Background: an optimization exercise with open tools, aiming at small area. Do not read the settings as production practice.
Where RTL was checked, it was by simulation tests only, not by an equivalence proof against the original.

Design top, start of the top module:
module top (
    input clk,
    input rst_n,
    input [7:0] pixel_in,
    input pixel_valid,
    output [6:0] hex,
    output finish,
    output signed [11:0] score0,
    output signed [11:0] score1
);
    integer i;
    wire [7:0] pr = pixel_in;
    wire vr = pixel_valid;
    reg [4:0] col;
    reg [3:0] row;
    always @(posedge clk or negedge rst_n)
        if (!rst_n) begin col <= 5'd0; row <= 4'd0; end
        else if (vr) begin
            if (col == 5'd27) begin col <= 5'd0; if (row != 4'd15) row <= row + 4'd1; end
            else col <= col + 5'd1;
        end
    reg [447:0] sr;
    always @(posedge clk) if (vr && col != 5'd26) sr <= {sr[439:0], pr};
    wire [7:0] t20 = sr[15:8], t21 = sr[7:0], t22 = pr;
    wire [7:0] t10 = sr[231:224], t11 = sr[223:216], t12 = sr[215:208];
    wire m00 = (row == 4'd2) && (col == 5'd1);   
    wire [7:0] t00 = m00 ? 8'd0 : sr[447:440];
    wire [7:0] t01 = sr[439:432], t02 = sr[431:424];
    wire [35:0] l1v;
    l1eng le (.t00(t00), .t01(t01), .t02(t02), .t10(t10), .t11(t11), .t12(t12), .t20(t20), .t21(t21), .t22(t22), .l1v(l1v));
    wire l1ev = vr && !row[0] && (row >= 4'd2) && (row <= 4'd14) && col[0] && (col <= 5'd25);
    wire [2:0] eR = row[3:1] - 3'd1;
    wire [3:0] eC = col[4:1];
    wire enq = l1ev;
    reg [35:0] q0;
    reg [35:0] q1;
    reg [35:0] q2;
  ...
Size: ~5400 cells after synthesis, ~43 I/O pins, about 79000 um^2 of cells after synthesis.
export LEC_CHECK = 0
export CAP_MARGIN = 20
export CORE_MARGIN = 2
export CORE_UTILIZATION = 40
export CTS_BUF_LIST = sky130_fd_sc_hd__clkbuf_16
export CTS_CLUSTER_DIAMETER = 100
export CTS_CLUSTER_SIZE = 26
export SLEW_MARGIN = 20
create_clock -name core_clock -period 13.0 [get_ports {clk}]
standard.sh (not shown) runs the stock make flow with config.mk's settings and CLKGATE_MAP_FILE= SYNTH_SCRIPT=/design/flow/synth_recipe.tcl, a recipe that flattens the netlist after the stock synthesis.
==> flow/flow/run.sh <==
#!/bin/bash
# Standard layout with two changes to how the netlist is made (registers are untouched):
#  1. synthesis maps the logic with flow/abc.script, an area-oriented ABC script (the
#     standard one also buffers and upsizes for speed, which this design does not need);
#  2. flow/fixinv.py then chooses the polarity of adder and simple two-input cells so that
#     fewer inverters are needed (see its header).
# Floorplan through finish are the standard steps (standard.sh).
set -e
W=$PWD
rm -rf "$W/scripts_abc"
cp -r "$FLOW_HOME/scripts" "$W/scripts_abc"
cp flow/abc.script "$W/scripts_abc/abc_speed.script"
sed "s|make -C |make SCRIPTS_DIR=$W/scripts_abc -C |" standard.sh > standard_abc.sh
bash standard_abc.sh synth > synth.log 2>&1
R=orfs/results/$FLOW_PLATFORM/top/base
cp $R/1_2_yosys.v 1_2_yosys.abc.v
python3 flow/fixinv.py 1_2_yosys.abc.v 1_2_yosys.fixinv.v > fixinv.log 2>&1
cp 1_2_yosys.fixinv.v $R/1_2_yosys.v
rm -f $R/1_synth.odb $R/1_synth.sdc
bash standard.sh finish > layout.log 2>&1
Other scripts of this flow, unchanged in this note and not shown: flow/flow/abc.script, flow/flow/fixinv.py
Then changed:
CTS_CLUSTER_SIZE = 28   (was 26)
After rerunning: The changed run ran to the end with no violations. Final cell count barely changes. Area after synthesis does not change. Fmax hardly moves. Wire length stays flat. Sequential share of layout area stays flat. Non-clock buffer count does not change.

Starting RTL as in the previous note.
clock: 13.0 ns
lec_check: 0
cap_margin: 20
core_margin: 2
core_utilization: 40
cts_buf_list: sky130_fd_sc_hd__clkbuf_16
cts_cluster_diameter: 100
cts_cluster_size: 28
slew_margin: 20
Scripts as last shown in full above: flow/flow/run.sh
Other scripts of this flow, unchanged in this note and not shown: flow/flow/abc.script, flow/flow/fixinv.py
==> next run, changes <==
--- a/flow/config.mk
+++ b/flow/config.mk
@@ -6,9 +6,9 @@
 export NUM_CORES = 8
 export LEC_CHECK = 0
-export CAP_MARGIN = 20
+export CAP_MARGIN = 5
 export CORE_MARGIN = 2
 export CORE_UTILIZATION = 40
 export CTS_BUF_LIST = sky130_fd_sc_hd__clkbuf_16
 export CTS_CLUSTER_DIAMETER = 100
-export CTS_CLUSTER_SIZE = 28
-export SLEW_MARGIN = 20
+export CTS_CLUSTER_SIZE = 24
+export SLEW_MARGIN = 5
Effect: Via count barely changes. Routed wire length stays flat. Design area grows by 0.31%. Fmax shrinks by 0.68%. Clock skew shrinks by 0.0040 ns. Core utilization grows by 0.14 points. Worst setup slack gets worse by 0.077 ns. First-iteration DRC count shrinks by 2.1%. Area after synthesis stays the same.

rev 12:
top again, from the RTL that the note above started with.
export LEC_CHECK = 0
export CAP_MARGIN = 20
export CORE_MARGIN = 2
export CORE_UTILIZATION = 40
export CTS_BUF_LIST = sky130_fd_sc_hd__clkbuf_16
export CTS_CLUSTER_DIAMETER = 100
export CTS_CLUSTER_SIZE = 24
export SLEW_MARGIN = 20
create_clock -name core_clock -period 13.0 [get_ports {clk}]
Scripts as last shown in full above: flow/flow/run.sh
Other scripts of this flow, unchanged in this note and not shown: flow/flow/abc.script, flow/flow/fixinv.py
Input-level comparison between rev 13 and rev 12:
- CTS_CLUSTER_SIZE now 26, was 24
--- outcome ---
Compared rev 13 against rev 12; proportion of cell area occupied by multi-input gates within noise.
Diff rev 12 -> rev 13 | worst-case headroom to the max-slew limit | decrease of 1.4 points
Compared to rev 12, rev 13 shows a wider setup margin.

run 1:
Another version of the RTL of top (not shown whole).
Size: roughly 0.089 sq mm of cells after synthesis.
Settings: LEC_CHECK=0, ABC_AREA=1, CAP_MARGIN=20, CORE_MARGIN=2, CORE_UTILIZATION=40, CTS_BUF_LIST=sky130_fd_sc_hd__clkbuf_8, CTS_CLUSTER_DIAMETER=80, CTS_CLUSTER_SIZE=12, SLEW_MARGIN=20; clock period 13.0 ns.
run.sh (not shown) runs the stock make flow with config.mk's settings and CLKGATE_MAP_FILE= SYNTH_SCRIPT=/design/flow/synth_recipe.tcl, a recipe that flattens the netlist after the stock synthesis.
Stock flow here: none of the scripts above is used.
Run 1 ran to completion and came out clean on the timing, DRC and antenna checks.
Here is what was changed in the inputs of run 2 compared with run 1.
- a change of CTS_CLUSTER_DIAMETER from 80 to 70
- a change of CTS_CLUSTER_SIZE from 12 to 10
- a change of CTS_BUF_LIST from sky130_fd_sc_hd__clkbuf_8 to sky130_fd_sc_hd__clkbuf_4 sky130_fd_sc_hd__clkbuf_16
Findings:
- Run 1 finished all stages; the layout is clean.
- Run 2: PASS, flow complete, no timing, DRC or antenna violations
- Wire length, run 1 and run 2: smaller value in run 1
- Total number of cells along the worst setup path ends up lower on run 2.
- Global routing met1 resource utilization essentially unchanged between run 2 and run 1.
- The max capacitance violation total was comparable across run 1 and run 2.
- Comparing run 2 against run 1, there is no change at all in number of instances in the synthesized netlist.
- Re final worst slack: run 2 is 30 ps down on run 1.
- Via count across run 1 and run 2: no real change.
- Compared with run 1, non-clock buffer count in run 2 increased slightly.

== the reference run ==
top, a different RTL version from the one above (not shown whole).
Size in the first run: about 8,500 cells after synthesis, about 1,300 flip-flops, about 43 I/O pins, about 95,000 µm² of cells after synthesis.
// top
module top (
    input clk,
    input rst_n,
    input [7:0] pixel_in,
    input pixel_valid,
    output [6:0] hex,
    output finish,
    output signed [11:0] score0,
    output signed [11:0] score1
);
    integer i;
    reg [7:0] pr;
    reg vr;
    always @(posedge clk) pr <= pixel_in;
    always @(posedge clk or negedge rst_n) if (!rst_n) vr <= 1'b0; else vr <= pixel_valid;
    reg [4:0] col;
    reg [3:0] row;
    always @(posedge clk or negedge rst_n)
        if (!rst_n) begin col <= 5'd0; row <= 4'd0; end
        else if (vr) begin
            if (col == 5'd27) begin col <= 5'd0; if (row != 4'd15) row <= row + 4'd1; end
            else col <= col + 5'd1;
        end
    reg [447:0] sr;
    always @(posedge clk) if (vr && col != 5'd26) sr <= {sr[439:0], pr};
    wire [7:0] t20 = sr[15:8], t21 = sr[7:0], t22 = pr;
    wire [7:0] t10 = sr[231:224], t11 = sr[223:216], t12 = sr[215:208];
    wire m00 = (row == 4'd2) && (col == 5'd1);   
    wire [7:0] t00 = m00 ? 8'd0 : sr[447:440];
    wire [7:0] t01 = sr[439:432], t02 = sr[431:424];
    wire [35:0] l1v;
    l1eng le (.t00(t00), .t01(t01), .t02(t02), .t10(t10), .t11(t11), .t12(t12), .t20(t20), .t21(t21), .t22(t22), .l1v(l1v));
    wire l1ev = vr && !row[0] && (row >= 4'd2) && (row <= 4'd14) && col[0] && (col <= 5'd25);
    wire [2:0] eR = row[3:1] - 3'd1;
  ...
clock: 13.0 ns
lec_check: 0
cap_margin: 20
core_margin: 2
core_utilization: 40
slew_margin: 20
Input-level comparison between the trial run and the reference run:
diff --git a/flow/config.mk b/flow/config.mk
--- a/flow/config.mk
+++ b/flow/config.mk
@@ -7,0 +8 @@
+export ABC_AREA = 1
==> run notes <==
Relative to the reference run, final critical-path setup slack has gone up in the trial run. Looking at the reports, the reference run completed the entire flow and the layout it produced met the timing, DRC and antenna checks. Every stage of the flow completed for the trial run, and the final layout passed the timing, DRC and antenna checks. Diff the reference run -> the trial run | global-route wire length before repair | decrease of 6.6%. Looking at number of buffers other than clock buffers in the final layout across the reference run and the trial run, the one that comes out lower is the trial run. Most common cell after layout, fill and taps aside: sky130_fd_sc_hd__edfxtp_1 -> the reference run, sky130_fd_sc_hd__inv_1 -> the trial run. Changes observed in the trial run relative to the reference run: maximum operating frequency now sits higher, met3 layer usage reported by global route has decreased, part of the cycle the worst path needs fell by 1.3 points. Delta (the trial run minus the reference run): critical path depth in cells now larger; area of the core now smaller.
No functional check of the RTL was part of any run of this note.

port drivers added, routing unchanged:
No port has a modelled driver above. Below, the same layouts with a new extraction and two added sets of constraints.
Step 1 assumes that a clkbuf_16 drives the clock port and a buf_2 every other input.
Step 2 moves the port delays by t, midway between the first and last clock arrival at a register: inputs arrive t later, outputs are due t later. That takes back most of the time a late clock gives input paths.
Slacks: no drivers / after step 1 / after step 2; pairs: no drivers / after step 1.
| run | t (ns) | slack for setup (ns) | worst setup path after step 2 | worst slew at a driven data input, ns |
|---|---|---|---|---|
| the first run of note 1 | 0.794 | 1.565 / 1.630 / 0.836 | input to register | 0.07 |
| the second run of note 1 | 0.794 | 1.571 / 1.636 / 0.842 | input to register | 0.07 |
| the first run of note 2 | 0.818 | 1.642 / 1.704 / 0.886 | input to register | 0.07 |
| the second run of note 2 | 0.804 | 1.565 / 1.630 / 0.826 | input to register | 0.08 |
| rev 12 | 0.806 | 1.597 / 1.656 / 0.850 | input to register | 0.07 |
| rev 13 | 0.812 | 1.649 / 1.712 / 0.899 | input to register | 0.07 |
| run 1 | 1.003 | 2.385 / 2.385 / 2.385 | register to register | 0.06 |
| run 2 | 0.881 | 2.355 / 2.355 / 2.355 | register to register | 0.06 |
| the reference run | 0.855 | 0.408 / 0.408 / 0.408 | register to register | 0.03 |
| the trial run | 0.879 | 0.580 / 0.580 / 0.580 | register to register | 0.08 |
After both steps setup and hold are still met in every run listed. For the first run of note 2, which loses most, drivers alone change the setup slack by +0.062 ns; drivers and shift together by -0.756 ns.
